Source: an optimization exercise on an open RTL-to-GDS flow (aim: small area). Production flows keep margins and buffers that such runs may drop.
Function was checked by simulation only, so behaviour that the tests miss may differ from the original.

== run A ==
Design pid, start of the top module:
module pid(
    input               reset_n,             
    input               clock,               
    input       [11:0]  target_angle,
    input       [11:0]  current_angle,
    input               pwm_enable,
    input               pwm_done,
    input               i2c_rd_done,
    input               angle_update,
    input               abort_angle,
    input               enable_stall_chk,
    output              stalled,
    input       [7:0]   kp,
    input       [3:0]   ki,
    input       [3:0]   kd,
    output      [15:0]  debug_signals,
    output reg          angle_done,
    output reg          pwm_update,
    output reg  [7:0]   pwm_ratio,
    output reg          pwm_direction
);
Size in the first run: ~50 flip-flops, roughly 76 I/O pins, ~6700 µm² of cells after synthesis.
export LEC_CHECK = 0
export CAP_MARGIN = 20
export CORE_MARGIN = 2
export CORE_UTILIZATION = 75
export CTS_BUF_LIST = sky130_fd_sc_hd__clkbuf_8
export SLEW_MARGIN = 20
export SYNTH_HIERARCHICAL = 1
create_clock -name core_clock -period 12.0 [get_ports {clock}]
standard.sh (not shown) runs the stock make flow with config.mk's settings and CLKGATE_MAP_FILE= SYNTH_SCRIPT=/design/flow/synth_recipe.tcl, a recipe that flattens the netlist after the stock synthesis.
==> flow/flow/run.sh <==
#!/bin/bash
set -euo pipefail
bash standard.sh BUFFER_PORTS_ARGS="-buffer_cell sky130_fd_sc_hd__buf_1" finish > flow_make.log 2>&1
Run A: all stages complete, timing, DRC and antenna checks passed
The following lists how run B was set up differently from run A:
diff --git a/flow/config.mk b/flow/config.mk
--- a/flow/config.mk
+++ b/flow/config.mk
@@ -9,3 +9,3 @@
 export CORE_MARGIN = 2
-export CORE_UTILIZATION = 75
+export CORE_UTILIZATION = 40
 export CTS_BUF_LIST = sky130_fd_sc_hd__clkbuf_8
==> comparison <==
Run B vs run A on fraction of met2 tracks used by global routing: run B is the lower one.
Going from run A to run B, total wirelength of the detailed-routed design grew by a few percent.
[run B vs run A] filler-free cell count of the finished design: higher in run B
In the final reports, the cell area of run B is larger than that of run A.
What run C does differently from run B at the input level:
diff --git a/flow/config.mk b/flow/config.mk
--- a/flow/config.mk
+++ b/flow/config.mk
@@ -9,3 +9,3 @@
 export CORE_MARGIN = 2
-export CORE_UTILIZATION = 40
+export CORE_UTILIZATION = 60
 export CTS_BUF_LIST = sky130_fd_sc_hd__clkbuf_8
==> run notes <==
- Run B vs run C, first element of the critical path: kd[1] vs kd[0]
- Share of the core filled with cells in the final layout for run C: 21 points up relative to run B
- Compared run C vs run B, and clock skew is down in run C.
- Taking run B as the reference, in run C register-to-register slack increased by 0.20 ns relative to the old numbers, final setup slack of the worst path increased by 0.21 ns relative to the old numbers.
- Going from run B to run C, the cell count of the worst reg-to-reg path was found to have gone up by 3.3%.
- Delta(count of non-filler cells in the finished layout, run C - run B) < 0
- Summary: with run B as the reference, summed area of non-filler cells in the final layout in run C moved down slightly.
- | non-clock buffer count | run C vs run B | about 1.5% lower |

---

Setup of maple:
pid, a different RTL version from the one above (not shown whole).
For scale: roughly 670 cells after synthesis, about 50 flip-flops, ~76 I/O pins, roughly 6800 µm² of cells after synthesis.
Design pid, start of the top module:
module pid(
    input               reset_n,             
    input               clock,               
    input       [11:0]  target_angle,
    input       [11:0]  current_angle,
    input               pwm_enable,
    input               pwm_done,
    input               i2c_rd_done,
    input               angle_update,
    input               abort_angle,
    input               enable_stall_chk,
    output              stalled,
    input       [7:0]   kp,
    input       [3:0]   ki,
    input       [3:0]   kd,
    output      [15:0]  debug_signals,
    output reg          angle_done,
    output reg          pwm_update,
    output reg  [7:0]   pwm_ratio,
    output reg          pwm_direction
);
clock: 12.0 ns
lec_check: 0
cap_margin: 20
core_margin: 2
core_utilization: 40
cts_buf_list: sky130_fd_sc_hd__clkbuf_8
cts_cluster_diameter: 100
cts_cluster_size: 20
slew_margin: 20
synth_hierarchical: 1
Scripts as last shown in full above: flow/flow/run.sh
The flow did not stop early for maple: all stages ran, and the layout cleared the timing, DRC and antenna checks.
## Diff of input files: ember against maple
# maple
export LEC_CHECK = 0
export CAP_MARGIN = 20
export CORE_MARGIN = 2
export CORE_UTILIZATION = 40
export CTS_BUF_LIST = sky130_fd_sc_hd__clkbuf_8
export CTS_CLUSTER_DIAMETER = 100
export CTS_CLUSTER_SIZE = 20
export SLEW_MARGIN = 20
export SYNTH_HIERARCHICAL = 1
create_clock -name core_clock -period 12.0 [get_ports {clock}]
# ember
export LEC_CHECK = 0
export CAP_MARGIN = 20
export CORE_MARGIN = 2
export CORE_UTILIZATION = 40
export CTS_BUF_LIST = sky130_fd_sc_hd__clkbuf_16
export CTS_CLUSTER_DIAMETER = 200
export CTS_CLUSTER_SIZE = 50
export SLEW_MARGIN = 20
export SYNTH_HIERARCHICAL = 1
create_clock -name core_clock -period 12.0 [get_ports {clock}]
[summary]
Comparing design area for maple and ember, the smaller number came from maple. Looking at maple and ember, the sequential share of layout area is a wash. Diff maple -> ember: highest achievable clock rate held steady, worst setup slack after layout lower. Looking at number of clock buffers in the layout, ember sits 1 below maple. Between maple and ember, the insertion delay of the later-clocked pin in the worst-skew pair is higher for maple. ember ended up with a lower met1 track utilization from global routing than maple did. Between maple and ember, post-route clock period utilization increased.
> inputs changed (ember -> yarrow)
# ember
export LEC_CHECK = 0
export CAP_MARGIN = 20
export CORE_MARGIN = 2
export CORE_UTILIZATION = 40
export CTS_BUF_LIST = sky130_fd_sc_hd__clkbuf_16
export CTS_CLUSTER_DIAMETER = 200
export CTS_CLUSTER_SIZE = 50
export SLEW_MARGIN = 20
export SYNTH_HIERARCHICAL = 1
create_clock -name core_clock -period 12.0 [get_ports {clock}]
# yarrow
export LEC_CHECK = 0
export CAP_MARGIN = 20
export CORE_MARGIN = 2
export CORE_UTILIZATION = 40
export CTS_BUF_LIST = sky130_fd_sc_hd__clkbuf_8
export SLEW_MARGIN = 20
export SYNTH_HIERARCHICAL = 1
create_clock -name core_clock -period 12.0 [get_ports {clock}]
Findings:
Number of buffers outside the clock class in the layout: ember vs yarrow identical
Summary of the comparison: synthesis-to-finish area growth is lower in yarrow, relative to ember.
Between yarrow and ember, the difference in sequential cell count is negligible.
The combined global-route utilization of all metal layers was comparable across yarrow and ember.
On count of clock-buffer cells in the layout: between yarrow and ember, it ends up higher for yarrow.

## what the ideal ports hide
Ports are ideal in the flow. The routed layouts listed here were re-timed in OpenROAD.
Step 1 sets driving cells, clkbuf_16 on the clock port and buf_2 on the other inputs (assumed; they add their load-dependent delay and slew).
Step 2 times the ports against the registers' clock, not the clock port: input delays grow and output delays shrink by t, the midpoint of the rising clock arrivals with the driver on.
Three values: no drivers, after step 1, after step 2; two values: the first two.
run | t, ns | setup slack, ns | worst slew at a driven data input, ns | pins driven straight from the clock port
run A | 0.334 | 1.623 / 1.606 / 1.272 | 0.05 | 1
run B | 0.349 | 1.424 / 1.434 / 1.085 | 0.04 | 1
run C | 0.326 | 1.637 / 1.623 / 1.297 | 0.06 | 1
maple | 0.339 | 1.179 / 1.187 / 0.848 | 0.03 | 1
ember | 0.327 | 1.149 / 1.161 / 0.834 | 0.03 | 1
yarrow | 0.339 | 1.179 / 1.187 / 0.848 | 0.03 | 1
After both steps every run listed still meets setup and hold. For run A, which loses most, drivers alone change the setup slack by -0.017 ns; drivers and shift together by -0.351 ns.
